Context: an optimization exercise on an open-source flow, tuned for small area. The choices shown serve that exercise and are no tape-out recipe.
RTL that was checked went through simulation tests only; none was proved equivalent to the original.
Function not checked in runs 1 to 4: the RTL went through the layout flow alone.
No activity file was given, so power comes from the tool's default toggle rates.

==> design.v <==
module timebase(clk, rst, ce_1k, ce_5m, ce_4hz, t20, t2000);
	input clk, rst;
	output ce_1k;		 
	output ce_5m;		 
	output ce_4hz;		 
	output [4:0] t20;	 
	output t2000;		 
	reg [1:0] t3;
	reg [4:0] t20;
	reg [9:0] t1k;		 
	always @(posedge clk or negedge rst)
	if (!rst)
	begin
		t3 <= 2'd0;
		t20 <= 5'd0;
		t1k <= 10'd0;
	end
	else
	begin
		t3 <= (t3 == 2'd2) ? 2'd0 : t3 + 2'd1;
		if (t20 == 5'd19)
		begin
			t20 <= 5'd0;
			t1k <= (t1k == 10'h2b2) ? 10'd0 : {t1k[8:0], ~(t1k[9] ^ t1k[6])};	 
		end
		else
			t20 <= t20 + 5'd1;
	end
	wire ce_1k = (t3 == 2'd2) && (t20[1:0] == 2'd1);		 
	wire ce_5m = ~t20[0];										 
	wire ce_4hz = (t1k == 10'h0ad) && (t20 == 5'd19);	 
	assign t2000 = (t1k == 10'h1f3);	 
endmodule
module debounce (clk, rst, run, key, key_pulse);
	input clk, rst;
	input run;				 
	input key;				 
	output key_pulse;		 
	reg key_rst, key_rst_pre;
	reg nkey_sec, nkey_sec_pre;		 
	reg [7:0] cnt;
	wire key_edge = key_rst_pre & ~key_rst;
	wire low0 = ~|cnt[6:0];
	wire fb = cnt[7] ^ cnt[5] ^ cnt[4] ^ cnt[3] ^ low0;	 
	wire last = run & cnt[7] & low0;		 
	assign key_pulse = ~nkey_sec_pre & nkey_sec;
	always @(posedge clk or negedge rst)
	if (!rst)
	begin
		key_rst <= 1'b1;
		nkey_sec <= 1'b0;
	end
	else
	begin
		key_rst <= key;
		if (last)
			nkey_sec <= ~key;
	end
	always @(posedge clk)
	begin
		if (key_edge | ~run)
			cnt <= {7'd0, ~run};
		else
			cnt <= {cnt[6:0], fb};
		key_rst_pre <= key_rst;
		nkey_sec_pre <= nkey_sec;
	end
endmodule
module score(clk, rst, ca, cb, start, A, B, pover);
	input clk, rst, start;
	input [1:0] ca, cb;		 
	output [1:0] A, B;		 
	output pover;			 
	reg [1:0] sa, sb;
	reg pover;
	assign A = sa;
	assign B = sb;
	wire [1:0] a = (ca == 2'd0) ? 2'd1 : ca;
	wire a_wins = ((a == 2'd1) && (cb == 2'd2)) || ((a == 2'd2) && (cb == 2'd3)) || ((a == 2'd3) && (cb == 2'd1));
	wire b_wins = ((a == 2'd1) && (cb == 2'd3)) || ((a == 2'd2) && (cb == 2'd1)) || ((a == 2'd3) && (cb == 2'd2));
	always @(posedge clk or negedge rst)
	if (!rst)
	begin
		sa <= 2'd0;
		sb <= 2'd0;
		pover <= 1'b0;
	end
	else
	begin
		pover <= (&sa) | (&sb);
		if (start && !pover)
		begin
			if (a_wins)
				sa <= sa + 2'd1;
			if (b_wins)
				sb <= sb + 2'd1;
		end
	end
endmodule
module round(clk, ce_1k, rst, key, ready, start, A, B, pover, col_r, col_g, row_o, rp0);
	input clk, ce_1k, rst;		 
	input [3:0] key;			 
	input ready, start;
	input [1:0] A, B;			 
	input pover;				 
	output [7:0] col_r, col_g, row_o;
	output rp0;					 
	wire a3 = &A;
	wire notover = ~a3 & ~(&B);
	reg show;
	always @(posedge clk or negedge rst)
	if (!rst)
		show <= 1'b0;
	else if (!pover)
	begin
		if (ready)
			show <= 1'b0;
		if (start && !show)
			show <= 1'b1;
	end
	reg [2:0] rp;			 
	reg [3:0] ph;
	reg [10:0] x;			 
	reg [4:0] id;
	reg h;
	wire [10:0] x1 = {x[9:0], x[10] ^ x[8] ^ ~|x[9:0]};	 
	assign row_o = ~(8'h01 << rp);
	assign rp0 = rp[0];
	function [3:0] pid;
		input [3:0] n;
		case (n)
		4'd0: pid = 4'd1;
		4'd1: pid = 4'd2;
		4'd2: pid = 4'd3;
		4'd3: pid = 4'd4;		 
		4'd4: pid = 4'd5;		 
		4'd5: pid = 4'd6;		 
		4'd6: pid = 4'd7;		 
		4'd7: pid = 4'd5;		 
		4'd8: pid = 4'd8;		 
		4'd9: pid = 4'd8;		 
		4'd10: pid = 4'd9;		 
		4'd11: pid = 4'd10;	 
		4'd12: pid = 4'd7;		 
		default: pid = 4'd0;
		endcase
	endfunction
	always @(posedge clk or negedge rst)
	if (!rst)
	begin
		rp <= 3'd0;
		ph <= 4'd0;
		x <= 11'd0;
		id <= 5'd0;
		h <= 1'b0;
	end
	else if (ce_1k)
	begin
		rp <= rp + 3'd1;
		h <= 1'b0;
		if (ph == 4'd8)
		begin
			if (!show)
			begin
				id <= 5'd0;
				x <= 11'd1;
			end
			else if (|x)
			begin
				id <= {1'b1, key};
				x <= x1;
			end
			else if (notover)
			begin
				x <= 11'd1;
				h <= 1'b1;
			end
			else if (pover)
			begin
				id <= {1'b0, pid(ph)};
				x <= 11'd1;
				ph <= 4'd9;
			end
			else
				h <= 1'b1;
		end
		else if (ph == 4'd13)
			id <= 5'd11;
		else
		begin
			id <= {1'b0, pid(ph)};
			if (x == 11'h44c)	 
			begin
				x <= {10'd0, ph == 4'd7};
				ph <= ph + 4'd1;
			end
			else
				x <= x1;
		end
	end
	function [63:0] pict;	 
		input [3:0] n;
		case (n)
		4'd1: pict = 64'h00_00_00_e7_e7_e7_e7_00;
		4'd2: pict = 64'h00_00_00_24_c3_c3_24_00;
		4'd3: pict = 64'h00_00_00_42_e7_e7_42_00;
		4'd4: pict = 64'h3c_3c_c3_c3_30_0c_c3_c3;	 
		4'd5: pict = 64'hff_18_18_18_18_18_18_ff;	 
		4'd6: pict = 64'h18_c3_c3_7e_7e_24_24_18;	 
		4'd7: pict = 64'h3f_e3_73_3b_1f_3f_c3_c3;	 
		4'd8: pict = 64'h3c_3c_3c_c3_c3_c3_c3_3c;	 
		4'd9: pict = 64'h81_18_18_3c_24_66_42_c3;	 
		4'd10: pict = 64'hff_ff_ff_03_3f_3f_03_ff;	 
		default: pict = 64'h0;
		endcase
	endfunction
	function [15:0] res;
		input [3:0] k;
		input mid;
		case (k)
		4'd1: res = mid ? 16'h00e7 : 16'h00e7;	 
		4'd2: res = mid ? 16'h03e0 : 16'h04e0;	 
		4'd3: res = mid ? 16'he007 : 16'he002;	 
		4'd5: res = mid ? 16'h00e7 : 16'h00e7;	 
		4'd6: res = mid ? 16'h03e0 : 16'h04e0;	 
		4'd7: res = mid ? 16'he007 : 16'he002;	 
		4'd9: res = mid ? 16'hc007 : 16'h2007;	 
		4'd10: res = mid ? 16'h00c3 : 16'h0024;	 
		4'd11: res = mid ? 16'h07c0 : 16'h0220;	 
		4'd13: res = mid ? 16'h07e0 : 16'h0740;	 
		4'd14: res = mid ? 16'he003 : 16'h4004;	 
		4'd15: res = mid ? 16'h00e7 : 16'h0042;	 
		default: res = 16'h0000;
		endcase
	endfunction
	wire [63:0] pic_bits = pict(id[3:0]);
	wire [2:0] rs = rp - 3'd1;				 
	wire [2:0] rr = rp - {2'b01, h} + 3'd1;	 
	wire [7:0] prow = pic_bits[{rs, 3'b000} +: 8];
	wire rows14 = (rr == 3'd1) || (rr == 3'd4);
	wire rows23 = (rr == 3'd2) || (rr == 3'd3);
	wire [15:0] rrow = (rows14 | rows23) ? res(id[3:0], rows23) : 16'h0000;
	reg [15:0] cols;
	always @*
		if (id[4])
			cols = rrow;
		else if (id[3:0] == 4'd11)
			cols = a3 ? 16'h0ff0 : 16'hf00f;
		else
			cols = {prow, prow};
	assign col_r = cols[15:8];
	assign col_g = cols[7:0];
endmodule
module segment(clk, ce_1k, rst, rp0, A, B, DIG, Y);
	input clk, ce_1k, rst;
	input rp0;				 
	input [1:0] A, B;		 
	output [7:0] DIG, Y;
	reg seg_on;
	reg [1:0] sc;
	always @(posedge clk or negedge rst)
	if (!rst)
		seg_on <= 1'b0;
	else if (ce_1k)
		seg_on <= 1'b1;
	always @(posedge clk)
	if (ce_1k)
		sc <= rp0 ? B : A;
	reg [7:0] yseg;
	always @*
		case (sc)
		2'd0: yseg = 8'h3f;
		2'd1: yseg = 8'h06;
		2'd2: yseg = 8'h5b;
		default: yseg = 8'h4f;
		endcase
	assign DIG = seg_on ? (rp0 ? 8'hef : 8'hdf) : 8'hff;
	assign Y = seg_on ? yseg : 8'hff;
endmodule
module lcd_1602_driver(clk, rst, t20, t2000, A, B, lcd_en, lcd_rw, lcd_rs, lcd_data);
	input clk, rst;
	input [4:0] t20;		 
	input t2000;			 
	input [1:0] A, B;		 
	output lcd_en, lcd_rw, lcd_rs;
	output [7:0] lcd_data;
	reg row;
	reg [4:0] k;
	reg [1:0] dig;			 
	wire lcd_idle = (k == 5'd0);
	wire lcd_go = ~lcd_idle | t2000;		 
	wire lcd_write = lcd_go & (t20 == 5'd18);
	wire chars = (k >= 5'd7);
	assign lcd_en = ~(lcd_go & (t20 >= 5'd9) & (t20 <= 5'd18));
	assign lcd_rw = 1'b0;
	assign lcd_rs = chars;
	always @(posedge clk or negedge rst)
	if (!rst)
	begin
		row <= 1'b0;
		k <= 5'd0;
	end
	else if (lcd_write)
	begin
		if (k == 5'd22)
		begin
			k <= 5'd6;
			row <= ~row;
		end
		else
			k <= k + 5'd1;
	end
	always @(posedge clk)
	if ((t20 == 5'd17) && (k == 5'd17))
		dig <= row ? B : A;
	reg [7:0] lcd_d;
	always @*
		case (k)
		5'd1: lcd_d = 8'h38;
		5'd2: lcd_d = 8'h08;
		5'd3: lcd_d = 8'h01;
		5'd4: lcd_d = 8'h06;
		5'd5: lcd_d = 8'h0c;
		5'd6: lcd_d = row ? 8'hc0 : 8'h80;	 
		5'd7: lcd_d = 8'h50;		 
		5'd8: lcd_d = 8'h6c;		 
		5'd9: lcd_d = 8'h61;		 
		5'd10: lcd_d = 8'h79;		 
		5'd11: lcd_d = 8'h65;		 
		5'd12: lcd_d = 8'h72;		 
		5'd14: lcd_d = row ? 8'h42 : 8'h41;	 
		5'd16: lcd_d = 8'h3a;		 
		5'd18: lcd_d = {6'b001100, dig};
		5'd13, 5'd15, 5'd17, 5'd19, 5'd20, 5'd21, 5'd22: lcd_d = 8'h20;
		default: lcd_d = 8'h00;
		endcase
	assign lcd_data = lcd_d;
endmodule
module beep(clk, rst, run, ce_5m, ce_4hz, speaker);
	input clk, rst;
	input run;					 
	input ce_5m, ce_4hz;		 
	output speaker;
	reg [5:0] len;
	reg beat1;				 
	reg [13:0] tc;			 
	reg aud;
	assign speaker = aud;
	reg [2:0] note;
	always @*
		case (len)
		6'd0: note = 3'd0;
		6'd1: note = 3'd2;
		6'd2: note = 3'd2;
		6'd3: note = 3'd0;
		6'd4: note = 3'd1;
		6'd5: note = 3'd0;
		6'd6: note = 3'd0;
		6'd7: note = 3'd5;
		6'd8: note = 3'd5;
		6'd9: note = 3'd2;
		6'd10: note = 3'd5;
		6'd11: note = 3'd1;
		6'd12: note = 3'd3;
		6'd13: note = 3'd1;
		6'd14: note = 3'd1;
		6'd15: note = 3'd1;
		6'd16: note = 3'd1;
		6'd17: note = 3'd3;
		6'd18: note = 3'd1;
		6'd19: note = 3'd1;
		6'd20: note = 3'd3;
		6'd21: note = 3'd1;
		6'd22: note = 3'd1;
		6'd23: note = 3'd1;
		6'd24: note = 3'd1;
		6'd25: note = 3'd5;
		6'd26: note = 3'd4;
		6'd27: note = 3'd4;
		6'd28: note = 3'd6;
		6'd29: note = 3'd4;
		6'd30: note = 3'd4;
		6'd31: note = 3'd4;
		6'd32: note = 3'd4;
		6'd33: note = 3'd5;
		6'd34: note = 3'd2;
		6'd35: note = 3'd0;
		6'd36: note = 3'd1;
		6'd37: note = 3'd0;
		6'd38: note = 3'd0;
		6'd39: note = 3'd0;
		6'd40: note = 3'd5;
		6'd41: note = 3'd2;
		6'd42: note = 3'd5;
		6'd43: note = 3'd1;
		6'd44: note = 3'd3;
		6'd45: note = 3'd4;
		6'd46: note = 3'd1;
		6'd47: note = 3'd1;
		6'd48: note = 3'd1;
		6'd49: note = 3'd1;
		6'd50: note = 3'd3;
		6'd51: note = 3'd1;
		6'd52: note = 3'd1;
		6'd53: note = 3'd3;
		6'd54: note = 3'd1;
		6'd55: note = 3'd1;
		6'd56: note = 3'd1;
		6'd57: note = 3'd5;
		6'd58: note = 3'd4;
		6'd59: note = 3'd4;
		6'd60: note = 3'd0;
		6'd61: note = 3'd0;
		6'd62: note = 3'd0;
		6'd63: note = 3'd0;
		endcase
	reg [13:0] org;
	always @*
		case (note)
		3'd3: org = 14'h0adc;
		3'd1: org = 14'h1ee1;
		3'd0: org = 14'h076f;
		3'd6: org = 14'h38a1;
		3'd4: org = 14'h2502;
		3'd5: org = 14'h24e5;
		3'd2: org = 14'h1ed4;
		default: org = 14'h0;
		endcase
	wire rest = (len == 6'd1) || ((len == 6'd0) && !beat1);
	always @(posedge clk or negedge rst)
	if (!rst)
	begin
		len <= 6'd0;
		beat1 <= 1'b0;
		aud <= 1'b0;
	end
	else
	begin
		if (ce_4hz)
		begin
			len <= len + 6'd1;
			beat1 <= 1'b1;
		end
		if (ce_5m)
		begin
			if (rest)
				aud <= 1'b0;
			else if (tc_end)
				aud <= ~aud;
		end
	end
	wire tc_end = (tc == 14'h1456);	 
	always @(posedge clk)
	if (!run)
		tc <= 14'h0000;
	else if (ce_5m && !rest)
	begin
		if (tc_end)
			tc <= org;
		else
			tc <= {tc[12:0], ~(tc[13] ^ tc[12])};
	end
endmodule
module Game520(clk, rst, row, r_col, g_col, led,
	btn1_i, btn2_i, btn3_i, ready_i, start_i, btn6_i, btn7_i, btn8_i,
	DIG, Y, lcd_en, lcd_rw, lcd_rs, lcd_data, speaker);
	input clk, rst;						 
	input btn1_i, btn2_i, btn3_i, btn6_i, btn7_i, btn8_i;		 
	input ready_i, start_i;				 
	output [7:0] row, r_col, g_col;	 
	output [7:0] led;						 
	output [7:0] DIG, Y;					 
	output       lcd_en ;				 
	output       lcd_rw ;				 
	output       lcd_rs ;				 
	output [7:0] lcd_data;				 
	output speaker;						 
	wire ce_1k, ce_5m, ce_4hz, t2000;
	wire [4:0] t20;
	timebase tb0(clk, rst, ce_1k, ce_5m, ce_4hz, t20, t2000);
	wire btn1, btn2, btn3, btn6, btn7, btn8, ready, start;
	reg run;
	always @(posedge clk or negedge rst)
	if (!rst)
		run <= 1'b0;
	else
		run <= 1'b1;
	debounce u2(clk, rst, run, btn1_i, btn1);
	debounce u3(clk, rst, run, btn2_i, btn2);
	debounce u4(clk, rst, run, btn3_i, btn3);
	debounce u5(clk, rst, run, btn6_i, btn6);
	debounce u6(clk, rst, run, btn7_i, btn7);
	debounce u7(clk, rst, run, btn8_i, btn8);
	debounce u8(clk, rst, run, ready_i, ready);
	debounce u9(clk, rst, run, start_i, start);
	reg btn;					 
	reg [1:0] ca, cb;		 
	wire [1:0] A, B;		 
	wire pover;
	wire notover = ~(&A) & ~(&B);
	assign led = {ca == 2'd1, ca == 2'd2, ca == 2'd3, ~btn, btn,
		cb == 2'd1, cb == 2'd2, cb == 2'd3};
	always @(posedge clk or negedge rst)
	if (!rst)
	begin
		btn <= 1'b0;
		ca <= 2'd0;
		cb <= 2'd0;
	end
	else
	begin
		if (notover)
		begin
			if (ready)
				btn <= 1'b1;
			if (start)
				btn <= 1'b0;
		end
		if (ready)
		begin
			ca <= 2'd0;
			cb <= 2'd0;
		end
		if (btn)
		begin
			if (btn1)
				ca <= 2'd1;
			else if (btn2)
				ca <= 2'd2;
			else if (btn3)
				ca <= 2'd3;
			if (btn6)
				cb <= 2'd1;
			else if (btn7)
				cb <= 2'd2;
			else if (btn8)
				cb <= 2'd3;
		end
	end
	wire rp0;
	score s1(clk, rst, ca, cb, start, A, B, pover);
	round r1(clk, ce_1k, rst, {ca, cb}, ready, start, A, B, pover, r_col, g_col, row, rp0);
	segment sg(clk, ce_1k, rst, rp0, A, B, DIG, Y);
	lcd_1602_driver l1(clk, rst, t20, t2000, A, B, lcd_en, lcd_rw, lcd_rs, lcd_data);
	beep b1(clk, rst, run, ce_5m, ce_4hz, speaker);
endmodule
==> flow/run.sh <==
#!/bin/bash
# Layout flow: the standard synthesis, then the combinational logic
# between the registers is mapped again with a stronger ABC script (the
# registers, their names and cell types are kept as the standard synthesis
# made them), then the standard layout from floorplan to finish.
# Each tool's output goes to a log file of its own in this folder.
set -euo pipefail
work=$(pwd)
res=$work/orfs/results/$FLOW_PLATFORM/Game520/base
yosys_bin=$FLOW_HOME/../tools/install/yosys/bin/yosys
lib=$FLOW_HOME/platforms/$FLOW_PLATFORM/lib/sky130_fd_sc_hd__tt_025C_1v80.lib

# 1. standard synthesis
bash standard.sh "$res/1_2_yosys.v" > "$work/flow_1_synth.log" 2>&1
cp "$res/1_2_yosys.v" "$work/standard_1_2_yosys.v"

# 2. map the combinational logic again
dontuse=$(grep -o -- "-dont_use [A-Za-z0-9_]*" "$work/orfs/logs/$FLOW_PLATFORM/Game520/base/1_2_yosys.log" | sort -u | tr '\n' ' ')
abc_script=$(tr -d '\n' < "$work/flow/abc.script" | sed 's/[&#]/\\&/g')
sed -e "s#@LIB@#$lib#g" -e "s#@NET@#$work/standard_1_2_yosys.v#g" \
    -e "s#@OUT@#$res/1_2_yosys.v#g" -e "s#@MID@#$work/resynth_mid.v#g" -e "s#@TOP@#$FLOW_TOP#g" \
    -e "s#@DONTUSE@#$dontuse#g" -e "s#@ABC@#$abc_script#g" \
    "$work/flow/resynth.ys" > "$work/resynth.ys"
"$yosys_bin" -s "$work/resynth.ys" > "$work/flow_2_resynth.log" 2>&1

# 3. standard layout on the new netlist, with the ports buffered by the
# smallest buffer and a clock tree of smaller buffers (flow/layout.args)
mapfile -t layout_args < <(grep -v '^#' "$work/flow/layout.args" | grep .)
bash standard.sh "${layout_args[@]}" finish > "$work/flow_3_layout.log" 2>&1
test -f "$work/out/final.def"
==> flow/abc.script <==
strash;&get,-n;&deepsyn,-T,60;&put;strash;dch;map,-a;&get,-n;&dch;&nf,-R,1000;&put
==> flow/layout.args <==
# one make variable per line, passed to standard.sh for the layout steps
BUFFER_PORTS_ARGS=-buffer_cell sky130_fd_sc_hd__buf_1
CTS_ARGS=-sink_clustering_enable -repair_clock_nets -dont_use_dummy_load -buf_list sky130_fd_sc_hd__clkbuf_8 -root_buf sky130_fd_sc_hd__clkbuf_8
==> flow/resynth.ys <==
# Combinational cells are read as their logic functions and flattened away;
# the flip-flop cells stay as they are (black boxes keep their instances,
# names and types). ABC maps the logic between them again.
read_liberty -ignore_miss_func @LIB@
blackbox sky130_fd_sc_hd__df* sky130_fd_sc_hd__edf* sky130_fd_sc_hd__sdf*
read_verilog @NET@
hierarchy -top @TOP@
flatten
opt_clean -purge
opt
abc -liberty @LIB@ @DONTUSE@ -script +@ABC@
opt_clean -purge
write_verilog -noattr @MID@
# read the mapped netlist back against the library's cells, then finish it
# as the standard synthesis does (tie cells, buffers for pass-through wires)
design -reset
read_liberty -lib -ignore_miss_dir -setattr blackbox @LIB@
read_verilog @MID@
hierarchy -top @TOP@
splitnets
opt_clean -purge
hilomap -singleton -hicell sky130_fd_sc_hd__conb_1 HI -locell sky130_fd_sc_hd__conb_1 LO
insbuf -buf sky130_fd_sc_hd__buf_4 A X
check -assert
stat -liberty @LIB@
write_verilog -noattr -nohex -nodec @OUT@
==> standard.sh <==
#!/bin/bash
# synth_recipe.tcl (not shown) runs the flow's synth.tcl, then flattens the netlist and writes it again
# the make line also repeats each setting of config.mk as NAME=value (left out here)
make -C /OpenROAD-flow-scripts/flow DESIGN_CONFIG=/design/flow/config.mk WORK_HOME=/design/flow/orfs CLKGATE_MAP_FILE= SYNTH_SCRIPT=/design/flow/synth_recipe.tcl "${@:-finish}"
==> config.mk <==
export PLATFORM = sky130hd
export DESIGN_NAME = Game520
export DESIGN_NICKNAME = Game520
export VERILOG_FILES = /design/flow/design.v
export SDC_FILE = /design/flow/constraint.sdc
export NUM_CORES = 4
export LEC_CHECK = 0
export CAP_MARGIN = 20
export CORE_MARGIN = 2
export CORE_UTILIZATION = 65
export PLACE_DENSITY = 0.75
export SLEW_MARGIN = 20
==> constraint.sdc <==
create_clock -name core_clock -period 10.0 [get_ports {clk}]
set_input_delay 2.0000 -clock core_clock [delete_from_list [all_inputs] [get_ports {clk}]]
set_output_delay 2.0000 -clock core_clock [all_outputs]
set_load 0.01 [all_outputs]
==> reports/metrics.cfg, run 1 <==
[min_path]
hold_class=reg2reg

[timing]
rsz0062_at_grt=no
tightest_slew_ps=785
relSlewSlack_pct=47.7
finalSetupTns_ps=0
drv_slew=0
setup_violations=0
fin_crit_sh_pct=71.9
fmax_ghz=0.139
period_minus_slack_ps=7190
hold_viol_final=0
fin_skew_ps=24.8
layout_setup_ws_ps=2810

[placement]
port_buffers=61
hpwlAfterDp_mm=12.7
place_ws_ps=3420
globalplace.congestion=0.942

[cells_and_area]
mostFrequentLayoutCell=nand2_1
fin_nets=971
multi_input_area_sq_mm=0.00380
layout_common_cells=nand2_1 (121), dfxtp_1 (94), nor2_1 (84)
antennaDiodeCount=0
area_delta_synth_final_pct=8.26
drive_gt1_share_pct=3.23
final_util_pct=72.2
fillers=922
seqCellArea_sq_mm=0.00411

[routing]
drt_pass1_iterations=5
routedWlPerCell_um=15.9
vias=6826
drc=0
drt-met1-wl_mm=8.11
ant_nets=0
dr_wl_met3_mm=1.04
top_layer_used=met4
drt_iter0_markers=659
wl_mm=17.9
via_per_inst=6.06
wl_met2_mm=8.49

[die]
dieArea_sq_mm=0.0133
rows=40
io_pins=70
die_width_um=115
core_sq_mm=0.0121
die-height_um=115
start_util_pct=66.7

[clock_tree]
clk_latency_ps=460
clkTransAtPathRegs_ps=90
cts-root-buf=clkbuf_8
cts_resized=0
htreeDepth=4
cts_tree=built
hold_buffers=0
cts_buffers=17
postCtsSetupRepairBufs=0
clock_path_buffers=2
cts.sinks=182

[power]
p_leak_uw=0.00366
p_int_uw=929
seqPwrFrac_pct=64.5
switching_share_pct=22.4
pwr_density_cell_mw_per_mm2=138
switchingPower_uw=268
pwr-share-comb_pct=5.3
clock_power_share_pct=30.2
max-vdd-ir-drop_mv=0.135

[logic_synthesis]
syn_avg_cell_area_sq_um=9.14
syn_area_sq_mm=0.00804
synthCells=880
yosysWarnings=8

[critical_path]
end_kind=output pin
crit_arrival_ps=5190
start_kind=flip-flop
crit_required_ps=8000
cp_max_fo=25
critPathMaxStageDelay_ps=800
cp_common_cell=a21oi_1
cpLargestDelayFamily=simple AND/OR/NAND/NOR gates
slowest_stage=dfrtp_1
crit_chain=nor2_1 > o21bai_1 > a21oi_1 > a21oi_1 > a21oi_1 > nand3b_1 > o211a_1 > o21ai_0 > nor3_1 > nor3_1 > a31oi_1 > o21ai_0 > and2_0 > nand2_1 > nor2_1 > nor3_1 > nand2b_1 > o211ai_1 > nor3b_1 > a21oi_1 > xor2_1 > nand2_1 > buf_1
timing_worst_setup_path_type=reg2out
cp_num_buf_inv=1

[global_routing]
gr-total-overflow=0
antenna_found_initial=0
grt_max_degree=65
first_global_vias=6378
grtUsageTotal_pct=28.1
grt_pass1_wl_mm=30.0

[status]
outcome=complete, no violations

[job]
cap_violations=0

## path summary, 6_finish.rpt
kind | to | cells after the start | slack, ps | startpoint
hold / removal | u5.nkey_sec_pre$_DFF_P_ | 0 | 400 | u5.nkey_sec$_DFFE_PN0P_
setup / recovery | g_col[5] | 23 | 2810 | r1.rp[1]$_DFFE_PN0P_
hold reg to reg | u5.nkey_sec_pre$_DFF_P_ | 0 | 400 | u5.nkey_sec$_DFFE_PN0P_
max in group asynchronous | r1.ph[2]$_DFFE_PN0P_ | 2 | 7470 | rst
setup reg to reg | b1.tc[0]$_SDFFE_PN0P_ | 11 | 7080 | b1.len[1]$_DFFE_PN0P_
min in group asynchronous | tb0.t1k[0]$_DFFE_PN0N_ | 1 | 1440 | rst
## flip-flops by register name, summed over array words and instances, names as in the netlist, 3 cells and up
signal,flops
tb0.t20,5
b1.len,6
b1.tc,14
tb0.t1k,10
u7.cnt,8
r1.rp,3
u2.cnt,8
u4.cnt,8
u9.cnt,8
u6.cnt,8
r1.ph,4
u5.cnt,8
l1.k,5
r1.x,11
u8.cnt,8
r1.id,5
u3.cnt,8
## power groups by stage
stage | registers, uW | logic (uW) | clock network [uW]
after floorplan | 782 | 42.8 | 0
after global placement | 785 | 59.8 | 0
after detailed placement | 787 | 63.1 | 0
after CTS | 772 | 63.9 | 371
after global routing | 774 | 72.6 | 395
final | 772 | 63.9 | 362
## stage by stage
step                      total power, uW  hold WS [ps]  instance area [sq um]  instances
after floorplan                       825           361                   8070        887
after global placement                845           372                   8470       1110
after detailed placement              850           391                   8470       1110
after CTS                            1210           407                   8710       1127
after global routing                 1240           414                   8710       1127
final                                1200           402                   8710       1127
## layout make-up
class | instances | area share (%)
well taps | 168 | 2.41
repair buffers | 65 | 3.02
multi-input cells | 672 | 43.6
inverters | 23 | 0.992
flip-flops and latches | 182 | 47.2
clock buffers | 17 | 2.69
## routing by layer
metal	vias to the layer above	GRT usage, %
met1	3283	38.1
met5	-	0
met4	0	9.40
met3	31	6.17
met2	255	45.3
li1	3257	-
==> inputs of run 2 (changes only) <==
--- a/flow/run.sh
+++ b/flow/run.sh
@@ -16,10 +16,28 @@
 
-# 2. map the combinational logic again
+# 2. map the combinational logic again: ABC's deepsyn is randomised, so it
+# runs with several seeds at once (flow/abc.script, @SEED@) and the
+# smallest netlist is kept
 dontuse=$(grep -o -- "-dont_use [A-Za-z0-9_]*" "$work/orfs/logs/$FLOW_PLATFORM/Game520/base/1_2_yosys.log" | sort -u | tr '\n' ' ')
-abc_script=$(tr -d '\n' < "$work/flow/abc.script" | sed 's/[&#]/\\&/g')
-sed -e "s#@LIB@#$lib#g" -e "s#@NET@#$work/standard_1_2_yosys.v#g" \
-    -e "s#@OUT@#$res/1_2_yosys.v#g" -e "s#@MID@#$work/resynth_mid.v#g" -e "s#@TOP@#$FLOW_TOP#g" \
-    -e "s#@DONTUSE@#$dontuse#g" -e "s#@ABC@#$abc_script#g" \
-    "$work/flow/resynth.ys" > "$work/resynth.ys"
-"$yosys_bin" -s "$work/resynth.ys" > "$work/flow_2_resynth.log" 2>&1
+best=""
+best_area=""
+for seed in 1 2 3 4; do
+  abc_script=$(tr -d '\n' < "$work/flow/abc.script" | sed -e "s/@SEED@/$seed/g" -e 's/[&#]/\\&/g')
+  sed -e "s#@LIB@#$lib#g" -e "s#@NET@#$work/standard_1_2_yosys.v#g" \
+      -e "s#@OUT@#$work/resynth_$seed.v#g" -e "s#@MID@#$work/resynth_mid_$seed.v#g" -e "s#@TOP@#$FLOW_TOP#g" \
+      -e "s#@DONTUSE@#$dontuse#g" -e "s#@ABC@#$abc_script#g" \
+      "$work/flow/resynth.ys" > "$work/resynth_$seed.ys"
+  "$yosys_bin" -s "$work/resynth_$seed.ys" > "$work/flow_2_resynth_$seed.log" 2>&1 &
+done
+wait
+for seed in 1 2 3 4; do
+  area=$(grep "Chip area" "$work/flow_2_resynth_$seed.log" | tail -1 | awk '{print $NF}')
+  echo "seed $seed: $area" >> "$work/flow_2_resynth_pick.log"
+  if [[ -n "$area" ]] && { [[ -z "$best_area" ]] || awk -v a="$area" -v b="$best_area" 'BEGIN { exit !(a < b) }'; }; then
+    best=$seed
+    best_area=$area
+  fi
+done
+echo "kept seed $best" >> "$work/flow_2_resynth_pick.log"
+test -n "$best"
+cp "$work/resynth_$best.v" "$res/1_2_yosys.v"
 
==> flow/abc.script (replaced) <==
strash;&get,-n;&deepsyn,-T,60,-S,@SEED@;&put;strash;dch;map,-a;&get,-n;&dch;&nf,-R,1000;&put
==> run 2 against run 1 <==
Effect of this change: highest routed layer unchanged; design area decreased by 1.5%; synthesized cell count shrank 2.8%; cell count fell by 4.2%; routed wire length fell by 5.7%; clock power about the same; sequential share of layout area up 0.70 points; register-to-register slack better by 170 ps; clock skew rose by 12 ps; critical path depth down 7; via count decreased by 4.8%; fmax rose by 16%.
==> reports/metrics.cfg, run 2 <==
[routing]
ant_nets=0  ; unchanged
via_per_inst=6.02  ; was 6.06
drt_pass1_iterations=5  ; unchanged
drc=0  ; unchanged
vias=6501  ; was 6826
routedWlPerCell_um=15.7  ; was 15.9 um
drt_iter0_markers=657  ; was 659
wl_mm=16.9  ; was 17.9 mm

[power]
switchingPower_uw=264  ; was 268 uW
pwr-share-comb_pct=5.1  ; was 5.3%
finalPower_uw=1190  ; was 1200 uW
seqPwrFrac_pct=64.7  ; was 64.5%
pwr_density_cell_mw_per_mm2=139  ; was 138 mW/mm^2
p_leak_uw=0.00361  ; was 0.00366 uW
clock_power_share_pct=30.2  ; about the same
p_int_uw=930  ; was 929 uW
switching_share_pct=22.1  ; was 22.4%
max-vdd-ir-drop_mv=0.179  ; was 0.135 mV

[timing]
tightest_slew_ps=992  ; was 785 ps
drv_slew=0  ; unchanged
rsz0062_at_grt=no  ; unchanged
fmax_ghz=0.162  ; was 0.139 GHz
finalSetupTns_ps=0  ; unchanged
hold_slack_ps=399  ; was 402 ps
fin_skew_ps=37.1  ; was 24.8 ps
setup_violations=0  ; unchanged
relSlewSlack_pct=33.4  ; was 47.7%
period_minus_slack_ps=6180  ; was 7190 ps
hold_viol_final=0  ; unchanged
fin_crit_sh_pct=61.8  ; was 71.9%

[clock_tree]
htreeDepth=4  ; unchanged
cts-root-buf=clkbuf_8  ; unchanged
cts_tree=built  ; unchanged
hold_buffers=0  ; unchanged
clk_latency_ps=450  ; was 460 ps
clock_path_buffers=2  ; unchanged
cts_resized=0  ; unchanged
cts_buffers=17  ; unchanged
postCtsSetupRepairBufs=0  ; unchanged
clkTransAtPathRegs_ps=100  ; was 90 ps
cts.sinks=182  ; unchanged

[placement]
globalplace.congestion=0.896  ; was 0.942
dp_cells=1063  ; was 1110
hpwlAfterDp_mm=12.1  ; was 12.7 mm
port_buffers=61  ; unchanged

[cells_and_area]
drive_gt1_share_pct=3.22  ; was 3.23%
largestRegisters=b1.tc x14, r1.x x11, tb0.t1k x10  ; unchanged
multi_input_area_sq_mm=0.00369  ; was 0.00380 sq mm
mostFrequentLayoutCell=nand2_1  ; unchanged
final_util_pct=71.7  ; was 72.2%
layout_common_cells=nand2_1 (106), dfxtp_1 (94), nor2_1 (81)  ; was nand2_1 (121), dfxtp_1 (94), nor2_1 (84)
fillers=896  ; was 922
area_delta_synth_final_pct=7.93  ; was 8.26%
final_cells=1080  ; was 1127
largest_register_ffs=14  ; unchanged
antennaDiodeCount=0  ; unchanged
seqCellArea_sq_mm=0.00411  ; unchanged
fin_nets=945  ; was 971
top_register=b1.tc  ; unchanged

[job]
cap_violations=0  ; unchanged

[critical_path]
crit_arrival_ps=4180  ; was 5190 ps
startpoint=r1.id[1]$_DFFE_PN0P_  ; was r1.rp[1]$_DFFE_PN0P_
ff2ff_setup_slack_ps=7250  ; was 7080 ps
r2r-start=r1.x[1]$_DFFE_PN0P_  ; was b1.len[1]$_DFFE_PN0P_
timing_worst_setup_path_type=reg2out  ; unchanged
end_kind=output pin  ; unchanged
crit_required_ps=8000  ; about the same
cp_max_fo=19  ; was 25
start_kind=flip-flop  ; unchanged

[global_routing]
grt_pass1_wl_mm=28.5  ; was 30.0 mm
grt_max_degree=55  ; was 65
grtUsageTotal_pct=27.1  ; was 28.1%
antenna_found_initial=0  ; unchanged
first_global_vias=5952  ; was 6378
gr-total-overflow=0  ; unchanged

[status]
outcome=complete, no violations  ; unchanged

[logic_synthesis]
synthCells=855  ; was 880
syn_avg_cell_area_sq_um=9.30  ; was 9.14 sq um
syn_area_sq_mm=0.00795  ; was 0.00804 sq mm
yosysWarnings=8  ; unchanged

[die]
io_pins=70  ; unchanged
dieArea_sq_mm=0.0131  ; was 0.0133 sq mm
die-height_um=115  ; about the same
rows=40  ; unchanged
die_width_um=115  ; about the same
core_sq_mm=0.0120  ; was 0.0121 sq mm
start_util_pct=66.5  ; was 66.7%

[min_path]
min-delay-start=u8.nkey_sec$_DFFE_PN0P_  ; was u5.nkey_sec$_DFFE_PN0P_
hold_class=reg2reg  ; unchanged

==> run 2: cell type report <==
| class | count | share of cell area [%] |
|---|---|---|
| Clock buffer | 17 | 2.73 |
| Inverter | 28 | 1.22 |
| Multi-Input combinational cell | 642 | 43.0 |
| Sequential cell | 182 | 47.9 |
| Tap cell | 147 | 2.14 |
| Timing Repair Buffer | 64 | 2.97 |
==> run 2: metrics by stage <==
step | setup slack (ps) | instance area, sq um
3_3_place_gp | 4380 | 8350
6_report | 3820 | 8580
5_1_grt | 3460 | 8580
3_5_place_dp | 4350 | 8350
4_1_cts | 3850 | 8580
2_1_floorplan | 4990 | 7980
==> run 2: routing by layer <==
metal / routed length (um) / track usage, % / part of all wire [%]
met1: 7710 / 37.4 / 46
met2: 7980 / 43.4 / 47
met3: 984 / 6.25 / 5.8
met4: 233 / 7.24 / 1.4
met5: 0 / 0 / 0
==> run 2: path summary, 6_finish.rpt <==
path	to	depth (start not counted)
worst min register to register	u8.nkey_sec_pre$_DFF_P_	0
min in group asynchronous	sg.seg_on$_DFFE_PN0P_	1
worst min-delay path	u8.nkey_sec_pre$_DFF_P_	0
worst max-delay path	r_col[5]	16
worst max register to register	r1.x[0]$_DFFE_PN0P_	10
max in group asynchronous	btn$_DFFE_PN0P_	2
==> run 2: power by group through the flow <==
stage | combinational, uW | sequential [uW] | clock, uW
floorplan | 41.4 | 783 | 0
global placement | 57.8 | 786 | 0
detailed placement | 61.1 | 788 | 0
CTS | 61.6 | 773 | 370
global route | 69.6 | 776 | 397
finish | 60.9 | 773 | 360
==> run 2: critical path: stages, from the launching register on <==
cell and delay, ps:
dfrtp_1 700, and2_0 420, nand3_1 160, a31oi_1 210, nand2_1 60, o21ai_0 190
o41ai_1 150, nand2b_1 170, a211o_1 350, mux2_1 330, o21ai_0 190, o21ai_0 110
nor2_1 160, nor2_1 60, a21oi_1 180, o311ai_0 160, buf_1 160
==> inputs of run 3 (changes only) <==
==> flow/abc.script (replaced) <==
strash;&get,-n;&deepsyn,-T,60,-S,@SEED@;&put;strash;dch;amap,-m,-F,20,-A,20,-C,1000
==> run 3 against run 2 <==
Effect of this change: clock skew decreased by 3.6 ps; sequential power increased by 2%; clock power about the same; register-to-register slack got worse by 680 ps; non-clock buffer count decreased by 1; largest power group unchanged.
==> reports/metrics.cfg, run 3 <==
[placement]
hpwlAfterDp_mm=11.7  ; was 12.1 mm
place_area_sq_mm=0.00825  ; was 0.00835 sq mm
globalplace.congestion=0.970  ; was 0.896
port_buffers=61  ; unchanged

[global_routing]
grt_pass1_wl_mm=27.2  ; was 28.5 mm
antenna_found_initial=0  ; unchanged
first_global_vias=6066  ; was 5952
grtUsageTotal_pct=25.9  ; was 27.1%
grt_max_degree=75  ; was 55
gr-total-overflow=0  ; unchanged

[routing]
drc=0  ; unchanged
routedWlPerCell_um=13.7  ; was 15.7 um
wl_mm=15.9  ; was 16.9 mm
vias=6670  ; was 6501
ant_nets=0  ; unchanged
via_per_inst=5.72  ; was 6.02
drt_pass1_iterations=5  ; unchanged
drt_iter0_markers=575  ; was 657

[timing]
fin_crit_sh_pct=63.7  ; was 61.8%
drv_slew=0  ; unchanged
rsz0062_at_grt=no  ; unchanged
fin_skew_ps=33.5  ; was 37.1 ps
hold_slack_ps=387  ; was 399 ps
setup_violations=0  ; unchanged
period_minus_slack_ps=6370  ; was 6180 ps
finalSetupTns_ps=0  ; unchanged
fmax_ghz=0.157  ; was 0.162 GHz
relSlewSlack_pct=28.1  ; was 33.4%
tightest_slew_ps=1070  ; was 992 ps
hold_viol_final=0  ; unchanged

[critical_path]
crit_required_ps=8000  ; about the same
crit_path_end=r_col[5]  ; unchanged
slowest_stage=dfrtp_1  ; unchanged
cpLargestDelayFamily=compound AO/OA/AOI/OAI gates  ; unchanged
reg2reg_depth=14  ; was 10
cp_common_cell=clkinv_1  ; was o21ai_0
crit_chain=clkinv_1 > nor2_1 > clkinv_1 > nor3_1 > o2111a_1 > o32ai_1 > clkinv_1 > nand2_1 > a211oi_1 > o311ai_0 > nor4_1 > a31oi_1 > nor2_1 > nand2_1 > o21ai_0 > o211ai_1 > buf_1  ; was and2_0 > nand3_1 > a31oi_1 > nand2_1 > o21ai_0 > o41ai_1 > nand2b_1 > a211o_1 > mux2_1 > o21ai_0 > o21ai_0 > nor2_1 > nor2_1 > a21oi_1 > o311ai_0 > buf_1
r2r-start=tb0.t20[2]$_DFF_PN0_  ; was r1.x[1]$_DFFE_PN0P_
crit_arrival_ps=4370  ; was 4180 ps
cp_max_fo=12  ; was 19
worstReg2RegEnd=b1.len[5]$_DFFE_PN0P_  ; was r1.x[0]$_DFFE_PN0P_
timing_worst_setup_path_type=reg2out  ; unchanged
critPathMaxStageDelay_ps=540  ; was 700 ps
cp_num_buf_inv=4  ; was 1
end_kind=output pin  ; unchanged
ff2ff_setup_slack_ps=6570  ; was 7250 ps
worstSetupPathDepth=17  ; was 16
start_kind=flip-flop  ; unchanged
startpoint=r1.id[0]$_DFFE_PN0P_  ; was r1.id[1]$_DFFE_PN0P_

[cells_and_area]
drive_gt1_share_pct=2.85  ; was 3.22%
final_util_pct=71.3  ; was 71.7%
fillers=984  ; was 896
fin_area_sq_mm=0.00849  ; was 0.00858 sq mm
antennaDiodeCount=0  ; unchanged
area_delta_synth_final_pct=7.90  ; was 7.93%
fin_nets=1031  ; was 945
mostFrequentLayoutCell=clkinv_1  ; was nand2_1
largestRegisters=b1.tc x14, r1.x x11, tb0.t1k x10  ; unchanged
largest_register_ffs=14  ; unchanged
top_register=b1.tc  ; unchanged
layout_common_cells=clkinv_1 (160), nor2_1 (148), dfxtp_1 (94)  ; was nand2_1 (106), dfxtp_1 (94), nor2_1 (81)

[power]
clock_power_share_pct=28.8  ; was 30.2%
pwr_density_cell_mw_per_mm2=148  ; was 139 mW/mm^2
finalPower_uw=1260  ; was 1190 uW
switching_share_pct=24.4  ; was 22.1%
pwr-share-comb_pct=8.8  ; was 5.1%
max-vdd-ir-drop_mv=0.143  ; was 0.179 mV
switchingPower_uw=307  ; was 264 uW
seqPwrFrac_pct=62.5  ; was 64.7%
p_int_uw=950  ; was 930 uW
p_leak_uw=0.00318  ; was 0.00361 uW

[clock_tree]
cts_buffers=17  ; unchanged
clock_path_buffers=2  ; unchanged
htreeDepth=4  ; unchanged
cts.sinks=182  ; unchanged
cts-root-buf=clkbuf_8  ; unchanged
postCtsSetupRepairBufs=0  ; unchanged
clkTransAtPathRegs_ps=90  ; was 100 ps
cts_tree=built  ; unchanged
clk_latency_ps=460  ; was 450 ps
hold_buffers=0  ; unchanged
cts_resized=0  ; unchanged

[die]
start_util_pct=66.1  ; was 66.5%
die-height_um=114  ; was 115 um
die_width_um=114  ; was 115 um
rows=40  ; unchanged
dieArea_sq_mm=0.0130  ; was 0.0131 sq mm
io_pins=70  ; unchanged
core_sq_mm=0.0119  ; was 0.0120 sq mm

[logic_synthesis]
synthCells=942  ; was 855
syn_avg_cell_area_sq_um=8.36  ; was 9.30 sq um
yosysWarnings=8  ; unchanged
syn_area_sq_mm=0.00787  ; was 0.00795 sq mm

[min_path]
hold_class=reg2reg  ; unchanged
hold_depth=0  ; unchanged

[status]
outcome=complete, no violations  ; unchanged

[job]
cap_violations=0  ; unchanged

-- run 3: area by class of cell --
cell class	count	area (sq um)	area share (%)
clock buffer	17	234	2.75
sequential	182	4110	48.4
timing repair buffer	63	248	2.92
multi-input combinational	597	3110	36.7
inverter	160	601	7.07
tap	147	184	2.17
-- run 3: worst min-delay path by stage --
stage	startpoint	endpoint	slack, ps
floorplan	u8.nkey_sec$_DFFE_PN0P_	u8.nkey_sec_pre$_DFF_P_	360
global placement	u6.nkey_sec$_DFFE_PN0P_	u6.nkey_sec_pre$_DFF_P_	380
detailed placement	u6.nkey_sec$_DFFE_PN0P_	u6.nkey_sec_pre$_DFF_P_	380
CTS	u5.nkey_sec$_DFFE_PN0P_	u5.nkey_sec_pre$_DFF_P_	390
global route	u9.key_rst$_DFF_PN1_	u9.key_rst_pre$_DFF_P_	410
finish	u5.nkey_sec$_DFFE_PN0P_	u5.nkey_sec_pre$_DFF_P_	390
-- run 3: routing by layer --
layer  share of wire [%]  track usage [%]  wire length, um  vias up
li1                    -                -                -     3396
met1                  47             35.3             7420     3023
met2                  45             40.5             7240      218
met3                 6.0             6.27              951       33
met4                 1.9             9.35              308        0
met5                   0                0                0        -
-- run 3: power by group through the flow --
stage / logic, uW / registers (uW) / clock network [uW]
after global placement: 107 / 800 / 0
after CTS: 111 / 785 / 372
after global routing: 125 / 789 / 397
after detailed placement: 110 / 801 / 0
final: 110 / 786 / 362
after floorplan: 75.7 / 796 / 0
-- run 3: stage by stage --
stage	setup WS (ps)	cells
final	3630	1166
after global routing	3190	1166
after CTS	3740	1166
after detailed placement	4240	1149
after global placement	4210	1149
after floorplan	5020	949
==> inputs of run 4 (changes only) <==
--- a/design.v
+++ b/design.v
@@ -40,3 +40,5 @@
 	reg nkey_sec, nkey_sec_pre;		 
-	reg [7:0] cnt;
+	localparam [7:0] POL = 8'b10101010;
+	reg [7:0] cnt_s;
+	wire [7:0] cnt = cnt_s ^ POL;
 	wire key_edge = key_rst_pre & ~key_rst;
@@ -61,5 +63,5 @@
 		if (key_edge | ~run)
-			cnt <= {7'd0, ~run};
+			cnt_s <= {7'd0, ~run} ^ POL;
 		else
-			cnt <= {cnt[6:0], fb};
+			cnt_s <= {cnt[6:0], fb} ^ POL;
 		key_rst_pre <= key_rst;
--- a/flow/run.sh
+++ b/flow/run.sh
@@ -17,3 +17,3 @@
 # 2. map the combinational logic again: ABC's deepsyn is randomised, so it
-# runs with several seeds at once (flow/abc.script, @SEED@) and the
+# runs with several seeds, four at a time (flow/abc.script, @SEED@), and the
 # smallest netlist is kept
@@ -22,3 +22,3 @@
 best_area=""
-for seed in 1 2 3 4; do
+for seed in 1 2 3 4 5 6 7 8; do
   abc_script=$(tr -d '\n' < "$work/flow/abc.script" | sed -e "s/@SEED@/$seed/g" -e 's/[&#]/\\&/g')
@@ -29,5 +29,6 @@
   "$yosys_bin" -s "$work/resynth_$seed.ys" > "$work/flow_2_resynth_$seed.log" 2>&1 &
+  if (( seed % 4 == 0 )); then wait; fi
 done
 wait
-for seed in 1 2 3 4; do
+for seed in 1 2 3 4 5 6 7 8; do
   area=$(grep "Chip area" "$work/flow_2_resynth_$seed.log" | tail -1 | awk '{print $NF}')
==> run 4 against run 3 <==
Effect of this change: still clean on timing, DRC and antenna; utilization rose by 1.5 points; register-to-register slack got worse by 360 ps; sequential power rose by 5.2%; clock-buffer cell count did not move; critical endpoint is now r_col[2].
==> reports/metrics.cfg, run 4 <==
[status]
outcome=complete, no violations  ; unchanged

[die]
io_pins=70  ; unchanged
start_util_pct=67.4  ; was 66.1%
die_width_um=113  ; was 114 um
die-height_um=113  ; was 114 um
core_sq_mm=0.0116  ; was 0.0119 sq mm
rows=39  ; was 40
dieArea_sq_mm=0.0129  ; was 0.0130 sq mm

[critical_path]
critPathMaxStageDelay_ps=500  ; was 540 ps
crit_arrival_ps=4340  ; was 4370 ps
start_kind=flip-flop  ; unchanged
reg2reg_depth=17  ; was 14
end_kind=output pin  ; unchanged
crit_required_ps=8000  ; about the same
cp_common_cell=clkinv_1  ; unchanged
slowest_stage=dfrtp_1  ; unchanged
cp_max_fo=8  ; was 12
timing_worst_setup_path_type=reg2out  ; unchanged
cp_num_buf_inv=5  ; was 4
crit_chain=clkinv_1 > nor2_1 > clkinv_1 > o22ai_1 > o21a_1 > a31oi_1 > o2111ai_1 > clkinv_1 > nand2_1 > a31oi_1 > nor2b_1 > a31oi_1 > clkinv_1 > a221oi_1 > or3_1 > o311ai_0 > buf_1  ; was clkinv_1 > nor2_1 > clkinv_1 > nor3_1 > o2111a_1 > o32ai_1 > clkinv_1 > nand2_1 > a211oi_1 > o311ai_0 > nor4_1 > a31oi_1 > nor2_1 > nand2_1 > o21ai_0 > o211ai_1 > buf_1
cpLargestDelayFamily=compound AO/OA/AOI/OAI gates  ; unchanged
worstSetupPathDepth=17  ; unchanged
ff2ff_setup_slack_ps=6210  ; was 6570 ps

[routing]
routedWlPerCell_um=15.3  ; was 13.7 um
via_per_inst=6.08  ; was 5.72
ant_nets=0  ; unchanged
drt_pass1_iterations=6  ; was 5
drt_iter0_markers=632  ; was 575
wl_mm=17.4  ; was 15.9 mm
vias=6900  ; was 6670
drc=0  ; unchanged

[timing]
fin_skew_ps=36.5  ; was 33.5 ps
finalSetupTns_ps=0  ; unchanged
drv_slew=0  ; unchanged
relSlewSlack_pct=46.2  ; was 28.1%
fin_crit_sh_pct=63.4  ; was 63.7%
hold_slack_ps=397  ; was 387 ps
setup_violations=0  ; unchanged
rsz0062_at_grt=no  ; unchanged
hold_viol_final=0  ; unchanged
fmax_ghz=0.158  ; was 0.157 GHz
period_minus_slack_ps=6340  ; was 6370 ps
tightest_slew_ps=799  ; was 1070 ps

[clock_tree]
cts.sinks=182  ; unchanged
cts-root-buf=clkbuf_8  ; unchanged
hold_buffers=0  ; unchanged
htreeDepth=4  ; unchanged
clk_latency_ps=450  ; was 460 ps
cts_tree=built  ; unchanged
cts_buffers=17  ; unchanged
cts_resized=0  ; unchanged
postCtsSetupRepairBufs=0  ; unchanged
clock_path_buffers=2  ; unchanged
clkTransAtPathRegs_ps=90  ; about the same

[power]
pwr-share-comb_pct=11.9  ; was 8.8%
switching_share_pct=26.2  ; was 24.4%
clock_power_share_pct=26.7  ; was 28.8%
pwr_density_cell_mw_per_mm2=160  ; was 148 mW/mm^2
seqPwrFrac_pct=61.3  ; was 62.5%
p_int_uw=995  ; was 950 uW
p_leak_uw=0.00323  ; was 0.00318 uW
switchingPower_uw=354  ; was 307 uW
max-vdd-ir-drop_mv=0.163  ; was 0.143 mV

[cells_and_area]
area_delta_synth_final_pct=8.00  ; was 7.90%
layout_common_cells=nor2_1 (142), clkinv_1 (123), dfxtp_1 (94)  ; was clkinv_1 (160), nor2_1 (148), dfxtp_1 (94)
fillers=858  ; was 984
largestRegisters=b1.tc x14, r1.x x11, tb0.t1k x10  ; unchanged
mostFrequentLayoutCell=nor2_1  ; was clkinv_1
top_register=b1.tc  ; unchanged
seqCellArea_sq_mm=0.00411  ; unchanged
fin_nets=1004  ; was 1031
antennaDiodeCount=0  ; unchanged
drive_gt1_share_pct=2.92  ; was 2.85%
largest_register_ffs=14  ; unchanged
multi_input_area_sq_mm=0.00317  ; was 0.00311 sq mm

[job]
cap_violations=0  ; unchanged

[logic_synthesis]
synthCells=914  ; was 942
syn_avg_cell_area_sq_um=8.52  ; was 8.36 sq um
syn_area_sq_mm=0.00779  ; was 0.00787 sq mm
yosysWarnings=8  ; unchanged

[placement]
hpwlAfterDp_mm=12.7  ; was 11.7 mm
globalplace.congestion=0.934  ; was 0.970
port_buffers=61  ; unchanged

[global_routing]
grt_pass1_wl_mm=29.7  ; was 27.2 mm
grtUsageTotal_pct=28.1  ; was 25.9%
first_global_vias=6606  ; was 6066
gr-total-overflow=0  ; unchanged
grt_max_degree=85  ; was 75
antenna_found_initial=0  ; unchanged

[min_path]
hold_depth=0  ; unchanged
hold_class=reg2reg  ; unchanged

[run 4: final cells by class]
cell class / instances / area share [%]
Timing Repair Buffer: 64 / 3.08
Sequential cell: 182 / 48.9
Tap cell: 143 / 2.13
Clock buffer: 17 / 2.78
Multi-Input combinational cell: 606 / 37.6
Inverter: 123 / 5.49
[run 4: layer usage]
metal  part of all wire, %  global-route usage [%]  vias up
met3                   5.0                    6.00       36
met2                    50                    49.0      255
met1                    43                    34.7     3267
met4                   2.0                    10.1        0
li1                      -                       -     3342
met5                     0                       0        -
[run 4: final timing paths]
path | endpoint | start
worst min register to register | u6.nkey_sec_pre$_DFF_P_ | u6.nkey_sec$_DFFE_PN0P_
worst min-delay path | u6.nkey_sec_pre$_DFF_P_ | u6.nkey_sec$_DFFE_PN0P_
max in group asynchronous | r1.x[0]$_DFFE_PN0P_ | rst
min in group asynchronous | r1.rp[1]$_DFFE_PN0P_ | rst
worst max register to register | b1.len[5]$_DFFE_PN0P_ | tb0.t20[0]$_DFF_PN0_
worst max-delay path | r_col[2] | r1.id[3]$_DFFE_PN0P_
[run 4: metrics by stage]
step	total power [uW]	utilization, %	instance area (sq um)	cells	setup slack [ps]
floorplan	946	-	7820	921	4940
global placement	989	70.7	8180	1118	4230
detailed placement	1000	70.7	8180	1118	4250
CTS	1360	72.7	8410	1135	3730
global route	1410	72.8	8410	1135	3300
finish	1350	72.8	8410	1135	3660
[run 4: power groups by stage]
stage	Clock, uW	Sequential, uW	Combinational, uW
global route	396	833	184
global placement	0	838	151
detailed placement	0	842	161
floorplan	0	830	115
CTS	368	827	162
finish	360	827	161
==> inputs of run 5 (changes only) <==
--- a/design.v
+++ b/design.v
@@ -44,5 +44,6 @@
 	wire key_edge = key_rst_pre & ~key_rst;
-	wire low0 = ~|cnt[6:0];
-	wire fb = cnt[7] ^ cnt[5] ^ cnt[4] ^ cnt[3] ^ low0;	 
-	wire last = run & cnt[7] & low0;		 
+	wire any04 = cnt[0] | cnt[4];
+	wire any_other = cnt[1] | cnt[2] | cnt[3] | cnt[5] | cnt[6];
+	wire fb = cnt[7] ^ (any04 | ~any_other);
+	wire last = run & cnt[7] & ~(any04 | any_other);		 
 	assign key_pulse = ~nkey_sec_pre & nkey_sec;
==> run 5 against run 4 <==
Effect of this change: synthesized area fell by 0.22%; routed wire length is 3.5% lower; still clean; clock power is essentially flat.
==> reports/metrics.cfg, run 5 <==
[routing]
drc=0  ; unchanged
ant_nets=0  ; unchanged
drt_pass1_iterations=6  ; unchanged
routedWlPerCell_um=14.8  ; was 15.3 um
vias=6762  ; was 6900
via_per_inst=5.95  ; was 6.08
drt_iter0_markers=682  ; was 632
wl_mm=16.8  ; was 17.4 mm

[power]
p_leak_uw=0.00315  ; was 0.00323 uW
p_int_uw=966  ; was 995 uW
switchingPower_uw=341  ; was 354 uW
max-vdd-ir-drop_mv=0.158  ; was 0.163 mV
pwr_density_cell_mw_per_mm2=156  ; was 160 mW/mm^2
clock_power_share_pct=27.8  ; was 26.7%
pwr-share-comb_pct=10.5  ; was 11.9%
switching_share_pct=26.1  ; was 26.2%
seqPwrFrac_pct=61.7  ; was 61.3%

[timing]
relSlewSlack_pct=27.7  ; was 46.2%
finalSetupTns_ps=0  ; unchanged
drv_slew=0  ; unchanged
period_minus_slack_ps=6060  ; was 6340 ps
layout_setup_ws_ps=3940  ; was 3660 ps
tightest_slew_ps=1070  ; was 799 ps
fin_crit_sh_pct=60.6  ; was 63.4%
rsz0062_at_grt=no  ; unchanged
fmax_ghz=0.165  ; was 0.158 GHz
setup_violations=0  ; unchanged
hold_viol_final=0  ; unchanged
fin_skew_ps=26.3  ; was 36.5 ps

[cells_and_area]
area_delta_synth_final_pct=7.97  ; was 8.00%
largest_register_ffs=14  ; unchanged
antennaDiodeCount=0  ; unchanged
final_cells=1137  ; was 1135
drive_gt1_share_pct=2.92  ; about the same
mostFrequentLayoutCell=clkinv_1  ; was nor2_1
largestRegisters=b1.tc x14, r1.x x11, tb0.t1k x10  ; unchanged
fin_area_sq_mm=0.00839  ; was 0.00841 sq mm
layout_common_cells=clkinv_1 (147), nor2_1 (146), dfxtp_1 (94)  ; was nor2_1 (142), clkinv_1 (123), dfxtp_1 (94)
top_register=b1.tc  ; unchanged
seqCellArea_sq_mm=0.00411  ; unchanged
fillers=853  ; was 858
final_util_pct=72.6  ; was 72.8%
multi_input_area_sq_mm=0.00306  ; was 0.00317 sq mm
fin_nets=1006  ; was 1004

[die]
core_sq_mm=0.0116  ; unchanged
start_util_pct=67.2  ; was 67.4%
io_pins=70  ; unchanged
rows=39  ; unchanged
dieArea_sq_mm=0.0129  ; about the same
die_width_um=113  ; about the same
die-height_um=113  ; about the same

[critical_path]
crit_required_ps=8000  ; about the same
crit_arrival_ps=4060  ; was 4340 ps
cp_max_fo=14  ; was 8
crit_chain=clkinv_1 > o22ai_1 > a31oi_1 > nand3_1 > nor2_1 > o21ai_0 > o21ai_0 > o32ai_1 > o21ai_0 > nor2b_1 > o21ai_0 > clkinv_1 > or3_1 > buf_1  ; was clkinv_1 > nor2_1 > clkinv_1 > o22ai_1 > o21a_1 > a31oi_1 > o2111ai_1 > clkinv_1 > nand2_1 > a31oi_1 > nor2b_1 > a31oi_1 > clkinv_1 > a221oi_1 > or3_1 > o311ai_0 > buf_1
cp_common_cell=o21ai_0  ; was clkinv_1
end_kind=output pin  ; unchanged
start_kind=flip-flop  ; unchanged
timing_worst_setup_path_type=reg2out  ; unchanged
critPathMaxStageDelay_ps=550  ; was 500 ps
ff2ff_setup_slack_ps=7250  ; was 6210 ps
slowest_stage=o22ai_1  ; was dfrtp_1

[clock_tree]
htreeDepth=4  ; unchanged
cts_tree=built  ; unchanged
cts_resized=0  ; unchanged
postCtsSetupRepairBufs=0  ; unchanged
hold_buffers=0  ; unchanged
clock_path_buffers=2  ; unchanged
clk_latency_ps=460  ; was 450 ps
clkTransAtPathRegs_ps=80  ; was 90 ps
cts-root-buf=clkbuf_8  ; unchanged
cts.sinks=182  ; unchanged
cts_buffers=17  ; unchanged

[global_routing]
gr-total-overflow=0  ; unchanged
grt_max_degree=78  ; was 85
first_global_vias=6366  ; was 6606
antenna_found_initial=0  ; unchanged
grtUsageTotal_pct=27.4  ; was 28.1%
grt_pass1_wl_mm=28.6  ; was 29.7 mm

[logic_synthesis]
syn_area_sq_mm=0.00777  ; was 0.00779 sq mm
yosysWarnings=8  ; unchanged
synthCells=916  ; was 914
syn_avg_cell_area_sq_um=8.49  ; was 8.52 sq um

[placement]
globalplace.congestion=1.02  ; was 0.934
hpwlAfterDp_mm=12.3  ; was 12.7 mm
place_area_sq_mm=0.00816  ; was 0.00818 sq mm
port_buffers=61  ; unchanged
dp_cells=1120  ; was 1118
place_ws_ps=4560  ; was 4250 ps

[min_path]
hold_class=reg2reg  ; unchanged

[job]
cap_violations=0  ; unchanged

[status]
outcome=complete, no violations  ; unchanged

## run 5: layer usage
| layer | track usage [%] | wire length, um | vias up |
|---|---|---|---|
| met1 | 36.9 | 7500 | 3140 |
| met5 | 0 | 0 | - |
| li1 | - | - | 3306 |
| met4 | 9.92 | 299 | 0 |
| met2 | 43.9 | 7940 | 281 |
| met3 | 6.05 | 1060 | 35 |
## run 5: area by class of cell
type	instances	area share [%]
well taps	143	2.13
clock buffers	17	2.79
multi-input cells	584	36.4
inverters	147	6.57
flip-flops and latches	182	49.0
repair buffers	64	3.04
## run 5: worst paths after layout
kind | start | end | cells after the start
setup reg to reg | b1.tc[7]$_SDFFE_PN0P_ | b1.tc[8]$_SDFFE_PN0P_ | 7
hold / removal | u7.nkey_sec$_DFFE_PN0P_ | u7.nkey_sec_pre$_DFF_P_ | 0
min in group asynchronous | rst | tb0.t1k[6]$_DFFE_PN0N_ | 1
max in group asynchronous | rst | s1.sa[1]$_DFFE_PN0P_ | 2
setup / recovery | r1.id[1]$_DFFE_PN0P_ | r_col[0] | 14
hold reg to reg | u7.nkey_sec$_DFFE_PN0P_ | u7.nkey_sec_pre$_DFF_P_ | 0
## run 5: power groups by stage
| stage | clock network [uW] | logic [uW] | registers [uW] |
|---|---|---|---|
| finish | 363 | 137 | 806 |
| global route | 398 | 155 | 811 |
| global placement | 0 | 129 | 818 |
| detailed placement | 0 | 135 | 821 |
| floorplan | 0 | 92.9 | 811 |
| CTS | 371 | 137 | 806 |
## run 5: per-stage QoR
stage | hold slack, ps | power [uW]
floorplan | 361 | 904
global placement | 377 | 948
detailed placement | 380 | 955
CTS | 392 | 1310
global route | 394 | 1360
finish | 389 | 1310
## run 5: worst max-delay path, delay by kind of cell (launching register included)
kind | cells | cell delay, ps
flip-flops | 1 | 500
buffers and inverters | 3 | 670
AND/OR/NAND/NOR | 4 | 700
AO/OA/AOI/OAI | 7 | 1730
==> inputs of run 6 (changes only) <==
--- a/design.v
+++ b/design.v
@@ -40,3 +40,3 @@
 	reg nkey_sec, nkey_sec_pre;		 
-	localparam [7:0] POL = 8'b10101010;
+	localparam [7:0] POL = 8'b00101110;
 	reg [7:0] cnt_s;
--- a/flow/run.sh
+++ b/flow/run.sh
@@ -22,3 +22,3 @@
 best_area=""
-for seed in 1 2 3 4 5 6 7 8; do
+for seed in 1 2 3 4 5 6 7 8 9 10 11 12; do
   abc_script=$(tr -d '\n' < "$work/flow/abc.script" | sed -e "s/@SEED@/$seed/g" -e 's/[&#]/\\&/g')
@@ -32,3 +32,3 @@
 wait
-for seed in 1 2 3 4 5 6 7 8; do
+for seed in 1 2 3 4 5 6 7 8 9 10 11 12; do
   area=$(grep "Chip area" "$work/flow_2_resynth_$seed.log" | tail -1 | awk '{print $NF}')
==> run 6 against run 5 <==
Effect of this change: still clean on timing, DRC and antenna; sequential share of layout area is 0.46 points higher; die area is 0.93% lower; clock skew is 15 ps higher; global-route usage is 1.8 points higher; power is 0.29% higher; synthesized area is 0.97% lower; routed wire length is 6.5% higher.
==> reports/metrics.cfg, run 6 <==
[cells_and_area]
area_delta_synth_final_pct=8.00  ; was 7.97%
fin_nets=972  ; was 1006
seqCellArea_sq_mm=0.00411  ; unchanged
fillers=840  ; was 853
top_register=b1.tc  ; unchanged
multi_input_area_sq_mm=0.00306  ; about the same
final_util_pct=72.5  ; was 72.6%
antennaDiodeCount=0  ; unchanged
layout_common_cells=nor2_1 (134), clkinv_1 (126), dfxtp_1 (94)  ; was clkinv_1 (147), nor2_1 (146), dfxtp_1 (94)
largestRegisters=b1.tc x14, r1.x x11, tb0.t1k x10  ; unchanged
mostFrequentLayoutCell=nor2_1  ; was clkinv_1
drive_gt1_share_pct=2.92  ; about the same
largest_register_ffs=14  ; unchanged

[power]
max-vdd-ir-drop_mv=0.174  ; was 0.158 mV
switching_share_pct=26.1  ; about the same
clock_power_share_pct=28.0  ; was 27.8%
p_leak_uw=0.00307  ; was 0.00315 uW
pwr_density_cell_mw_per_mm2=158  ; was 156 mW/mm^2
pwr-share-comb_pct=10.1  ; was 10.5%
switchingPower_uw=342  ; was 341 uW
p_int_uw=968  ; was 966 uW
seqPwrFrac_pct=61.9  ; was 61.7%

[status]
outcome=complete, no violations  ; unchanged

[critical_path]
start_kind=flip-flop  ; unchanged
r2r-start=tb0.t20[0]$_DFF_PN0_  ; was b1.tc[7]$_SDFFE_PN0P_
crit_arrival_ps=4050  ; was 4060 ps
timing_worst_setup_path_type=reg2out  ; unchanged
crit_path_end=r_col[1]  ; was r_col[0]
crit_required_ps=8000  ; about the same
end_kind=output pin  ; unchanged
ff2ff_setup_slack_ps=6560  ; was 7250 ps
worstReg2RegEnd=b1.len[5]$_DFFE_PN0P_  ; was b1.tc[8]$_SDFFE_PN0P_
startpoint=r1.rp[1]$_DFFE_PN0P_  ; was r1.id[1]$_DFFE_PN0P_
cp_max_fo=14  ; unchanged
reg2reg_depth=16  ; was 7

[timing]
finalSetupTns_ps=0  ; unchanged
tightest_slew_ps=833  ; was 1070 ps
fmax_ghz=0.165  ; about the same
setup_violations=0  ; unchanged
fin_crit_sh_pct=60.5  ; was 60.6%
hold_viol_final=0  ; unchanged
period_minus_slack_ps=6050  ; was 6060 ps
relSlewSlack_pct=43.7  ; was 27.7%
fin_skew_ps=41.5  ; was 26.3 ps
drv_slew=0  ; unchanged
rsz0062_at_grt=no  ; unchanged

[clock_tree]
cts-root-buf=clkbuf_8  ; unchanged
clock_path_buffers=2  ; unchanged
cts_tree=built  ; unchanged
clkTransAtPathRegs_ps=80  ; about the same
cts_resized=0  ; unchanged
clk_latency_ps=470  ; was 460 ps
htreeDepth=4  ; unchanged
cts.sinks=182  ; unchanged
postCtsSetupRepairBufs=0  ; unchanged
hold_buffers=0  ; unchanged
cts_buffers=17  ; unchanged

[die]
start_util_pct=67.1  ; was 67.2%
io_pins=70  ; unchanged
die-height_um=113  ; about the same
rows=39  ; unchanged
core_sq_mm=0.0115  ; was 0.0116 sq mm
dieArea_sq_mm=0.0127  ; was 0.0129 sq mm
die_width_um=113  ; about the same

[global_routing]
gr-total-overflow=0  ; unchanged
grt_max_degree=85  ; was 78
antenna_found_initial=0  ; unchanged
grt_pass1_wl_mm=30.2  ; was 28.6 mm
grtUsageTotal_pct=29.2  ; was 27.4%
first_global_vias=6549  ; was 6366

[job]
cap_violations=0  ; unchanged

[logic_synthesis]
yosysWarnings=8  ; unchanged
syn_area_sq_mm=0.00770  ; was 0.00777 sq mm
syn_avg_cell_area_sq_um=8.72  ; was 8.49 sq um
synthCells=883  ; was 916

[routing]
vias=6728  ; was 6762
wl_mm=17.9  ; was 16.8 mm
drc=0  ; unchanged
drt_iter0_markers=697  ; was 682
via_per_inst=6.10  ; was 5.95
drt_pass1_iterations=6  ; unchanged
ant_nets=0  ; unchanged
routedWlPerCell_um=16.2  ; was 14.8 um

[placement]
port_buffers=61  ; unchanged
hpwlAfterDp_mm=12.9  ; was 12.3 mm
globalplace.congestion=0.905  ; was 1.02

[min_path]
min-delay-start=u8.nkey_sec$_DFFE_PN0P_  ; was u7.nkey_sec$_DFFE_PN0P_
hold_class=reg2reg  ; unchanged

-- run 6: power by group through the flow --
| stage | clock network [uW] | logic (uW) | registers [uW] |
|---|---|---|---|
| global placement | 0 | 123 | 824 |
| finish | 367 | 132 | 812 |
| CTS | 370 | 132 | 811 |
| floorplan | 0 | 91.5 | 815 |
| global route | 397 | 150 | 817 |
| detailed placement | 0 | 131 | 825 |
-- run 6: layer usage --
layer	wire, um	track usage [%]
met1	7760	38.1
met2	8660	48.9
met3	1130	5.46
met4	342	10.9
met5	0	0
-- run 6: through the flow --
stage	setup WS (ps)	instance area, sq um	hold slack (ps)	power (uW)	instances
2_1_floorplan	5120	7720	361	907	890
4_1_cts	3970	8310	410	1310	1103
5_1_grt	3420	8310	416	1360	1103
6_report	3950	8310	414	1310	1103
3_5_place_dp	4470	8080	383	957	1086
3_3_place_gp	4540	8080	379	947	1086
-- run 6: critical path: stages, from the launching register on --
cell	delay (ps)
dfrtp_1	470
clkinv_1	370
nor2_1	350
clkinv_1	200
o21ai_0	150
clkinv_1	180
o221ai_1	420
or2_0	200
a21o_1	120
o21ai_0	100
nor2_1	150
nand3_1	110
or3_1	370
o21a_1	130
o311ai_0	90
buf_1	190
-- run 6: how the worst min path moves through the flow --
stage                         endpoint  slack (ps)  depth (start not counted)
2_1_floorplan  u8.nkey_sec_pre$_DFF_P_         360                          0
3_3_place_gp   u8.nkey_sec_pre$_DFF_P_         380                          0
3_5_place_dp   u7.nkey_sec_pre$_DFF_P_         380                          0
4_1_cts        u2.nkey_sec_pre$_DFF_P_         410                          0
5_1_grt        u2.nkey_sec_pre$_DFF_P_         420                          0
6_report       u8.nkey_sec_pre$_DFF_P_         410                          0
-- run 6: final cells by class --
cell class	count	area share, %
Inverter	126	5.69
Multi-Input combinational cell	572	36.8
Clock buffer	17	2.81
Timing Repair Buffer	63	3.02
Tap cell	143	2.15
Sequential cell	182	49.5

Setup slack of run 6, layout unchanged: 3.947 ns with ideal ports, 3.909 ns with driving cells assumed (clock clkbuf_16, inputs buf_2), 4.394 ns with port delays also shifted by the 0.485 ns mid clock arrival.
